Context: an optimization exercise on an open-source flow, tuned for small area and a short achievable clock period. The choices shown serve that exercise and are no tape-out recipe. At most, simulation tests tie the RTL to the original design; equivalence was not proved. Power is estimated from default activity; no workload was simulated.

// fp_adder
module fp_adder (clk, rst, A, B, res);
  input clk;
  input rst;
  input [31:0] A;
  input [31:0] B;
  output reg [31:0] res;
  wire [7:0] eA = A[30:23];
  wire [7:0] eB = B[30:23];
  wire [7:0] ep = eA ^ ~eB;
  wire [7:0] eg [0:3];
  wire [7:0] et [0:3];
  assign eg[0] = eA & ~eB;
  assign et[0] = ep;
  genvar l, i;
  generate
    for (l = 0; l < 3; l = l + 1) begin : elev
      for (i = 0; i < 8; i = i + 1) begin : ebit
        if ((i >> l) & 1) begin : cmb
          localparam integer J = ((i >> l) << l) - 1;
          assign eg[l+1][i] = eg[l][i] | (et[l][i] & eg[l][J]);
          assign et[l+1][i] = et[l][i] & et[l][J];
        end else begin : pas
          assign eg[l+1][i] = eg[l][i];
          assign et[l+1][i] = et[l][i];
        end
      end
    end
  endgenerate
  wire       gt   = eg[3][7];
  wire [7:0] d_ab = ep ^ {eg[3][6:0] | et[3][6:0], 1'b1};
  wire [7:0] d_ba = ~(ep ^ {eg[3][6:0], 1'b0});
  wire [7:0] d    = gt ? d_ab : d_ba;
  reg  [22:0] x1;      
  reg  [22:0] m1;      
  reg  [7:0]  d1;      
  reg  [7:0]  e1;      
  reg         s1;      
  reg         sub1;    
  always @(posedge clk) begin
    x1   <= A[22:0] ^ B[22:0];
    m1   <= gt ? B[22:0] : A[22:0];
    d1   <= d;
    e1   <= gt ? eA : eB;
    s1   <= gt ? A[31] : B[31];
    sub1 <= A[31] ^ B[31];
  end
  wire [22:0] l1   = m1 ^ x1;
  wire        big1 = |d1[7:5];
  wire [22:0] sh   = big1 ? 23'd0 : (m1 >> d1[4:0]);
  wire        d0   = (d1 == 8'd0);
  wire        lnz  = |l1;
  wire        mnz  = |m1;
  wire        e255 = &e1;
  wire        nan  = e255 & (lnz | (d0 & mnz));
  wire        z    = (e1 == 8'd0) & ~lnz;
  reg  [22:0] l2;
  reg  [22:0] m2;
  reg  [7:0]  e2;
  reg         s2;
  reg         sub2;
  always @(posedge clk) begin
    l2   <= e255 ? 23'd0 : l1;
    m2   <= e255 ? {22'd0, nan | (d0 & sub1)} : sh;
    e2   <= e1;
    s2   <= nan ? 1'b0 : s1 ^ (d0 & sub1 & (e255 | (z & mnz)));
    sub2 <= sub1 & ~e255 & ~z;
  end
  wire [22:0] sum;
  wire        cout;
  ...
Size in the first run: roughly 1100 cells after synthesis, roughly 190 flip-flops, ~98 I/O pins.
==> module pfx_add, before the edit <==
module pfx_add #(parameter N = 23) (a, b, cin, s, cout);
  input  [N-1:0] a;
  input  [N-1:0] b;
  input          cin;
  output [N-1:0] s;
  output         cout;
  localparam L = (N > 16) ? 5 : (N > 8) ? 4 : (N > 4) ? 3 : (N > 2) ? 2 : 1;
  wire [N-1:0] p = a ^ b;
  wire [N-1:0] g [0:2*L];
  wire [N-1:0] t [0:2*L];
  assign g[0] = (a & b) | {{(N-1){1'b0}}, p[0] & cin};
  assign t[0] = p;
  genvar l, i;
  generate
    for (l = 0; l < L; l = l + 1) begin : up
      for (i = 0; i < N; i = i + 1) begin : bt
        if (((i + 1) % (1 << (l + 1))) == 0) begin : cmb
          assign g[l+1][i] = g[l][i] | (t[l][i] & g[l][i - (1 << l)]);
          assign t[l+1][i] = t[l][i] & t[l][i - (1 << l)];
        end else begin : pas
          assign g[l+1][i] = g[l][i];
          assign t[l+1][i] = t[l][i];
        end
      end
    end
    for (l = L - 2; l >= 0; l = l - 1) begin : dn
      for (i = 0; i < N; i = i + 1) begin : bt
        if (((i + 1) % (1 << (l + 1))) == (1 << l) && i >= (1 << (l + 1))) begin : cmb
          assign g[2*L-1-l][i] = g[2*L-2-l][i] | (t[2*L-2-l][i] & g[2*L-2-l][i - (1 << l)]);
          assign t[2*L-1-l][i] = t[2*L-2-l][i] & t[2*L-2-l][i - (1 << l)];
        end else begin : pas
          assign g[2*L-1-l][i] = g[2*L-2-l][i];
          assign t[2*L-1-l][i] = t[2*L-2-l][i];
        end
      end
    end
  endgenerate
  assign s    = p ^ {g[2*L-1][N-2:0], cin};
  assign cout = g[2*L-1][N-1];
endmodule
==> module fp_adder, before the edit <==
module fp_adder (clk, rst, A, B, res);
  input clk;
  input rst;
  input [31:0] A;
  input [31:0] B;
  output reg [31:0] res;
  wire [7:0] eA = A[30:23];
  wire [7:0] eB = B[30:23];
  wire [7:0] ep = eA ^ ~eB;
  wire [7:0] eg [0:3];
  wire [7:0] et [0:3];
  assign eg[0] = eA & ~eB;
  assign et[0] = ep;
  genvar l, i;
  generate
    for (l = 0; l < 3; l = l + 1) begin : elev
      for (i = 0; i < 8; i = i + 1) begin : ebit
        if ((i >> l) & 1) begin : cmb
          localparam integer J = ((i >> l) << l) - 1;
          assign eg[l+1][i] = eg[l][i] | (et[l][i] & eg[l][J]);
          assign et[l+1][i] = et[l][i] & et[l][J];
        end else begin : pas
          assign eg[l+1][i] = eg[l][i];
          assign et[l+1][i] = et[l][i];
        end
      end
    end
  endgenerate
  wire       gt   = eg[3][7];
  wire [7:0] d_ab = ep ^ {eg[3][6:0] | et[3][6:0], 1'b1};
  wire [7:0] d_ba = ~(ep ^ {eg[3][6:0], 1'b0});
  wire [7:0] d    = gt ? d_ab : d_ba;
  reg  [22:0] x1;      
  reg  [22:0] m1;      
  reg  [7:0]  d1;      
  reg  [7:0]  e1;      
  reg         s1;      
  reg         sub1;    
  always @(posedge clk) begin
    x1   <= A[22:0] ^ B[22:0];
    m1   <= gt ? B[22:0] : A[22:0];
    d1   <= d;
    e1   <= gt ? eA : eB;
    s1   <= gt ? A[31] : B[31];
    sub1 <= A[31] ^ B[31];
  end
  wire [22:0] l1   = m1 ^ x1;
  wire        big1 = |d1[7:5];
  wire [22:0] sh   = big1 ? 23'd0 : (m1 >> d1[4:0]);
  wire        d0   = (d1 == 8'd0);
  wire        lnz  = |l1;
  wire        mnz  = |m1;
  wire        e255 = &e1;
  wire        nan  = e255 & (lnz | (d0 & mnz));
  wire        z    = (e1 == 8'd0) & ~lnz;
  reg  [22:0] l2;
  reg  [22:0] m2;
  reg  [7:0]  e2;
  reg         s2;
  reg         sub2;
  always @(posedge clk) begin
    l2   <= e255 ? 23'd0 : l1;
    m2   <= e255 ? {22'd0, nan | (d0 & sub1)} : sh;
    e2   <= e1;
    s2   <= nan ? 1'b0 : s1 ^ (d0 & sub1 & (e255 | (z & mnz)));
    sub2 <= sub1 & ~e255 & ~z;
  end
  wire [22:0] sum;
  wire        cout;
  pfx_add #(23) add (.a(l2), .b(m2 ^ {23{sub2}}), .cin(sub2), .s(sum), .cout(cout));
  reg  [23:0] S3;
  reg  [7:0]  e3;
  reg         s3;
  always @(posedge clk) begin
    S3 <= {cout ^ sub2, sum};
    e3 <= e2;
    s3 <= s2;
  end
  wire [7:0]  einc;
  genvar k;
  generate
    for (k = 0; k < 8; k = k + 1) begin : inc
      if (k == 0) begin : b0
        assign einc[0] = ~e3[0];
      end else begin : bk
        assign einc[k] = e3[k] ^ (&e3[k-1:0]);
      end
    end
  endgenerate
  wire [7:0]  eo  = S3[23] ? einc : e3;
  wire [22:0] fo  = S3[23] ? S3[23:1] : S3[22:0];
  wire        clr = S3[23] ? (e3 == 8'd127) : (e3 == 8'd128);
  always @(posedge clk) begin
    if (!rst)
      res <= 32'd0;
    else
      res <= {s3, eo, clr ? 23'd0 : fo};
  end
endmodule
==> flow/config.mk <==
export PLATFORM = sky130hd
export DESIGN_NAME = fp_adder
export DESIGN_NICKNAME = fp_adder
export VERILOG_FILES = /design/flow/design.v
export SDC_FILE = /design/flow/constraint.sdc
export NUM_CORES = 4
export LEC_CHECK = 0
export ABC_AREA = 1
export CAP_MARGIN = 20
export CORE_MARGIN = 2
export CORE_UTILIZATION = 55
export CTS_BUF_LIST = sky130_fd_sc_hd__clkbuf_8
export CTS_CLUSTER_SIZE = 40
export SETUP_SLACK_MARGIN = 3.0
export SLEW_MARGIN = 20
==> flow/constraint.sdc <==
create_clock -name core_clock -period 5.0 [get_ports {clk}]
set_input_delay 1.0000 -clock core_clock [delete_from_list [all_inputs] [get_ports {clk}]]
set_output_delay 1.0000 -clock core_clock [all_outputs]
set_load 0.01 [all_outputs]
standard.sh (not shown) runs the stock make flow with config.mk's settings and CLKGATE_MAP_FILE= SYNTH_SCRIPT=/design/flow/synth_recipe.tcl, a recipe that flattens the netlist after the stock synthesis.
==> flow/flow/run.sh <==
#!/bin/bash
# Standard layout with two changes: adders are left to ABC instead of the
# full/half adder cells, and the port buffers are buf_2 instead of delay cells.
export ADDER_MAP_FILE=
export BUFFER_PORTS_ARGS="-buffer_cell sky130_fd_sc_hd__buf_2"
bash standard.sh > standard.log 2>&1
Next try:
--- a/flow/design.v
+++ b/flow/design.v
@@ -5,39 +5,29 @@
   output [N-1:0] s;
   output         cout;
   localparam L = (N > 16) ? 5 : (N > 8) ? 4 : (N > 4) ? 3 : (N > 2) ? 2 : 1;
   wire [N-1:0] p = a ^ b;
-  wire [N-1:0] g [0:2*L];
-  wire [N-1:0] t [0:2*L];
+  wire [N-1:0] g [0:L];
+  wire [N-1:0] t [0:L];
   assign g[0] = (a & b) | {{(N-1){1'b0}}, p[0] & cin};
   assign t[0] = p;
   genvar l, i;
   generate
-    for (l = 0; l < L; l = l + 1) begin : up
+    for (l = 0; l < L; l = l + 1) begin : lev
       for (i = 0; i < N; i = i + 1) begin : bt
-        if (((i + 1) % (1 << (l + 1))) == 0) begin : cmb
-          assign g[l+1][i] = g[l][i] | (t[l][i] & g[l][i - (1 << l)]);
-          assign t[l+1][i] = t[l][i] & t[l][i - (1 << l)];
+        if ((i >> l) & 1) begin : cmb
+          localparam integer J = ((i >> l) << l) - 1;
+          assign g[l+1][i] = g[l][i] | (t[l][i] & g[l][J]);
+          assign t[l+1][i] = t[l][i] & t[l][J];
         end else begin : pas
           assign g[l+1][i] = g[l][i];
           assign t[l+1][i] = t[l][i];
         end
       end
     end
-    for (l = L - 2; l >= 0; l = l - 1) begin : dn
-      for (i = 0; i < N; i = i + 1) begin : bt
-        if (((i + 1) % (1 << (l + 1))) == (1 << l) && i >= (1 << (l + 1))) begin : cmb
-          assign g[2*L-1-l][i] = g[2*L-2-l][i] | (t[2*L-2-l][i] & g[2*L-2-l][i - (1 << l)]);
-          assign t[2*L-1-l][i] = t[2*L-2-l][i] & t[2*L-2-l][i - (1 << l)];
-        end else begin : pas
-          assign g[2*L-1-l][i] = g[2*L-2-l][i];
-          assign t[2*L-1-l][i] = t[2*L-2-l][i];
-        end
-      end
-    end
   endgenerate
-  assign s    = p ^ {g[2*L-1][N-2:0], cin};
-  assign cout = g[2*L-1][N-1];
+  assign s    = p ^ {g[L][N-2:0], cin};
+  assign cout = g[L][N-1];
 endmodule
 module fp_adder (clk, rst, A, B, res);
   input clk;
   input rst;
@@ -69,26 +59,26 @@
   wire       gt   = eg[3][7];
   wire [7:0] d_ab = ep ^ {eg[3][6:0] | et[3][6:0], 1'b1};
   wire [7:0] d_ba = ~(ep ^ {eg[3][6:0], 1'b0});
   wire [7:0] d    = gt ? d_ab : d_ba;
-  reg  [22:0] x1;      
+  reg  [22:0] l1;      
   reg  [22:0] m1;      
-  reg  [7:0]  d1;      
+  reg  [4:0]  d1;      
+  reg         big1;    
   reg  [7:0]  e1;      
   reg         s1;      
   reg         sub1;    
   always @(posedge clk) begin
-    x1   <= A[22:0] ^ B[22:0];
+    l1   <= gt ? A[22:0] : B[22:0];
     m1   <= gt ? B[22:0] : A[22:0];
-    d1   <= d;
+    d1   <= d[4:0];
+    big1 <= |d[7:5];
     e1   <= gt ? eA : eB;
     s1   <= gt ? A[31] : B[31];
     sub1 <= A[31] ^ B[31];
   end
-  wire [22:0] l1   = m1 ^ x1;
-  wire        big1 = |d1[7:5];
-  wire [22:0] sh   = big1 ? 23'd0 : (m1 >> d1[4:0]);
-  wire        d0   = (d1 == 8'd0);
+  wire [22:0] sh   = big1 ? 23'd0 : (m1 >> d1);
+  wire        d0   = (d1 == 5'd0) & ~big1;
   wire        lnz  = |l1;
   wire        mnz  = |m1;
   wire        e255 = &e1;
   wire        nan  = e255 & (lnz | (d0 & mnz));
@@ -129,9 +119,9 @@
   endgenerate
   wire [7:0]  eo  = S3[23] ? einc : e3;
   wire [22:0] fo  = S3[23] ? S3[23:1] : S3[22:0];
   wire        clr = S3[23] ? (e3 == 8'd127) : (e3 == 8'd128);
-  always @(posedge clk) begin
+  always @(posedge clk or negedge rst) begin
     if (!rst)
       res <= 32'd0;
     else
       res <= {s3, eo, clr ? 23'd0 : fo};
The changed run finished clean.
Power shrinks by 9.9%.
Die area grows by about 0.6%.
Final cell count grows by about 3.6%.
Critical path depth stays the same.
Via count grows by 0.84%.
Flip-flop and latch count shrinks by 2.
Clock power is about the same.
Synthesized area grows by 0.66%.
Function not checked in the first run of this note: the RTL went through the layout flow alone.

* * *

Another version of the RTL of fp_adder (not shown whole).
Size in the first run: about 180 flip-flops, ~98 I/O pins, about 8600 µm² of cells after synthesis.
==> module fp_adder, before the edit <==
module fp_adder (clk, rst, A, B, res);
  input clk;
  input rst;
  input [31:0] A;
  input [31:0] B;
  output reg [31:0] res;
  wire [7:0] eA = A[30:23];
  wire [7:0] eB = B[30:23];
  wire [7:0] ep = eA ^ ~eB;
  wire [7:0] eg [0:3];
  wire [7:0] et [0:3];
  assign eg[0] = eA & ~eB;
  assign et[0] = ep;
  genvar l, i;
  generate
    for (l = 0; l < 3; l = l + 1) begin : elev
      for (i = 0; i < 8; i = i + 1) begin : ebit
        if ((i >> l) & 1) begin : cmb
          localparam integer J = ((i >> l) << l) - 1;
          assign eg[l+1][i] = eg[l][i] | (et[l][i] & eg[l][J]);
          assign et[l+1][i] = et[l][i] & et[l][J];
        end else begin : pas
          assign eg[l+1][i] = eg[l][i];
          assign et[l+1][i] = et[l][i];
        end
      end
    end
  endgenerate
  wire       gt   = eg[3][7];
  wire [7:0] d_ab = ep ^ {eg[3][6:0] | et[3][6:0], 1'b1};
  wire [7:0] d_ba = ~(ep ^ {eg[3][6:0], 1'b0});
  wire [7:0] d    = gt ? d_ab : d_ba;
  reg  [22:0] x1;      
  reg  [22:0] m1;      
  reg  [4:0]  d1;      
  reg         big1;    
  reg  [7:0]  e1;      
  reg         s1;      
  reg         sub1;    
  always @(posedge clk) begin
    x1   <= A[22:0] ^ B[22:0];
    m1   <= gt ? B[22:0] : A[22:0];
    d1   <= d[4:0];
    big1 <= |d[7:5];
    e1   <= gt ? eA : eB;
    s1   <= gt ? A[31] : B[31];
    sub1 <= A[31] ^ B[31];
  end
  wire [22:0] l1   = m1 ^ x1;
  wire [22:0] sh   = big1 ? 23'd0 : (m1 >> d1);
  wire        d0   = (d1 == 5'd0) & ~big1;
  wire        lnz  = |l1;
  wire        mnz  = |m1;
  wire        e255 = &e1;
  wire        nan  = e255 & (lnz | (d0 & mnz));
  wire        z    = (e1 == 8'd0) & ~lnz;
  reg  [22:0] l2;
  reg  [22:0] m2;
  reg  [7:0]  e2;
  reg         s2;
  reg         sub2;
  always @(posedge clk) begin
    l2   <= e255 ? 23'd0 : l1;
    m2   <= e255 ? {22'd0, nan | (d0 & sub1)} : sh;
    e2   <= e1;
    s2   <= nan ? 1'b0 : s1 ^ (d0 & sub1 & (e255 | (z & mnz)));
    sub2 <= sub1 & ~e255 & ~z;
  end
  wire [22:0] sum;
  wire        cout;
  pfx_add #(23) add (.a(l2), .b(m2 ^ {23{sub2}}), .cin(sub2), .s(sum), .cout(cout));
  reg  [23:0] S3;
  reg  [7:0]  e3;
  reg         s3;
  always @(posedge clk) begin
    S3 <= {cout ^ sub2, sum};
    e3 <= e2;
    s3 <= s2;
  end
  wire [7:0]  einc;
  genvar k;
  generate
    for (k = 0; k < 8; k = k + 1) begin : inc
      if (k == 0) begin : b0
        assign einc[0] = ~e3[0];
      end else begin : bk
        assign einc[k] = e3[k] ^ (&e3[k-1:0]);
      end
    end
  endgenerate
  wire [7:0]  eo  = S3[23] ? einc : e3;
  wire [22:0] fo  = S3[23] ? S3[23:1] : S3[22:0];
  wire        clr = S3[23] ? (e3 == 8'd127) : (e3 == 8'd128);
  always @(posedge clk or negedge rst) begin
    if (!rst)
      res <= 32'd0;
    else
      res <= {s3, eo, clr ? 23'd0 : fo};
  end
endmodule
export LEC_CHECK = 0
export ABC_AREA = 1
export CAP_MARGIN = 20
export CORE_MARGIN = 2
export CORE_UTILIZATION = 55
export CTS_BUF_LIST = sky130_fd_sc_hd__clkbuf_8
export CTS_CLUSTER_SIZE = 40
export SETUP_SLACK_MARGIN = 3.0
export SLEW_MARGIN = 20
create_clock -name core_clock -period 5.0 [get_ports {clk}]
Scripts as last shown in full above: flow/flow/run.sh
Next try:
--- a/flow/design.v
+++ b/flow/design.v
@@ -62,23 +62,22 @@
   wire [7:0] d    = gt ? d_ab : d_ba;
   reg  [22:0] x1;      
   reg  [22:0] m1;      
-  reg  [4:0]  d1;      
-  reg         big1;    
+  reg  [7:0]  d1;      
   reg  [7:0]  e1;      
   reg         s1;      
   reg         sub1;    
   always @(posedge clk) begin
     x1   <= A[22:0] ^ B[22:0];
     m1   <= gt ? B[22:0] : A[22:0];
-    d1   <= d[4:0];
-    big1 <= |d[7:5];
+    d1   <= d;
     e1   <= gt ? eA : eB;
     s1   <= gt ? A[31] : B[31];
     sub1 <= A[31] ^ B[31];
   end
   wire [22:0] l1   = m1 ^ x1;
-  wire [22:0] sh   = big1 ? 23'd0 : (m1 >> d1);
-  wire        d0   = (d1 == 5'd0) & ~big1;
+  wire        big1 = |d1[7:5];
+  wire [22:0] sh   = big1 ? 23'd0 : (m1 >> d1[4:0]);
+  wire        d0   = (d1 == 8'd0);
   wire        lnz  = |l1;
   wire        mnz  = |m1;
   wire        e255 = &e1;
@@ -121,7 +120,7 @@
   wire [7:0]  eo  = S3[23] ? einc : e3;
   wire [22:0] fo  = S3[23] ? S3[23:1] : S3[22:0];
   wire        clr = S3[23] ? (e3 == 8'd127) : (e3 == 8'd128);
-  always @(posedge clk or negedge rst) begin
+  always @(posedge clk) begin
     if (!rst)
       res <= 32'd0;
     else
Result: The changed run ran to the end with no violations. Worst hold slack degrades by 4.0 ps. Clock power grows by roughly a tenth. Die area shrinks by a few percent. Non-clock buffer count shrinks by 10. Cell area shrinks by a few percent. Sequential share of layout area barely changes. Routed wire length shrinks by a few percent. Total power shrinks slightly. Combinational power shrinks by a little under a tenth. Via count shrinks slightly. Clock skew shrinks by 4.7 ps. Register-to-register slack improves by 100 ps. Cell count shrinks by a few percent.
No functional check of the RTL was part of the first run of this note.

afterwards: timing with drivers on the ports:
Ports are ideal in the flow. The routed layouts listed here were re-timed in OpenROAD.
Step 1 sets driving cells, clkbuf_16 on the clock port and buf_2 on the other inputs (assumed; they add their load-dependent delay and slew).
Step 2, shift: input delay + t, output delay - t, t = (earliest + latest rising clock arrival at the registers) / 2. This alone moves slack from input paths to output paths.
Slacks: no drivers / after step 1 / after step 2; pairs: no drivers / after step 1.
| run | shift t [ns] | slack for setup (ns) | slew at the worst register clock pin (ns) |
|---|---|---|---|
| the first run of note 1 | 0.514 | 2.879 / 2.880 / 2.366 | 0.11 / 0.11 |
| the second run of note 1 | 0.500 | 2.901 / 2.882 / 2.382 | 0.09 / 0.09 |
| the first run of note 2 | 0.511 | 3.015 / 2.975 / 2.509 | 0.10 / 0.10 |
| the second run of note 2 | 0.505 | 3.056 / 3.053 / 2.572 | 0.11 / 0.11 |
After both steps setup and hold are still met in every run listed. The setup slack of the second run of note 1, which loses most, moves by -0.019 ns with the drivers and by -0.519 ns with both steps.
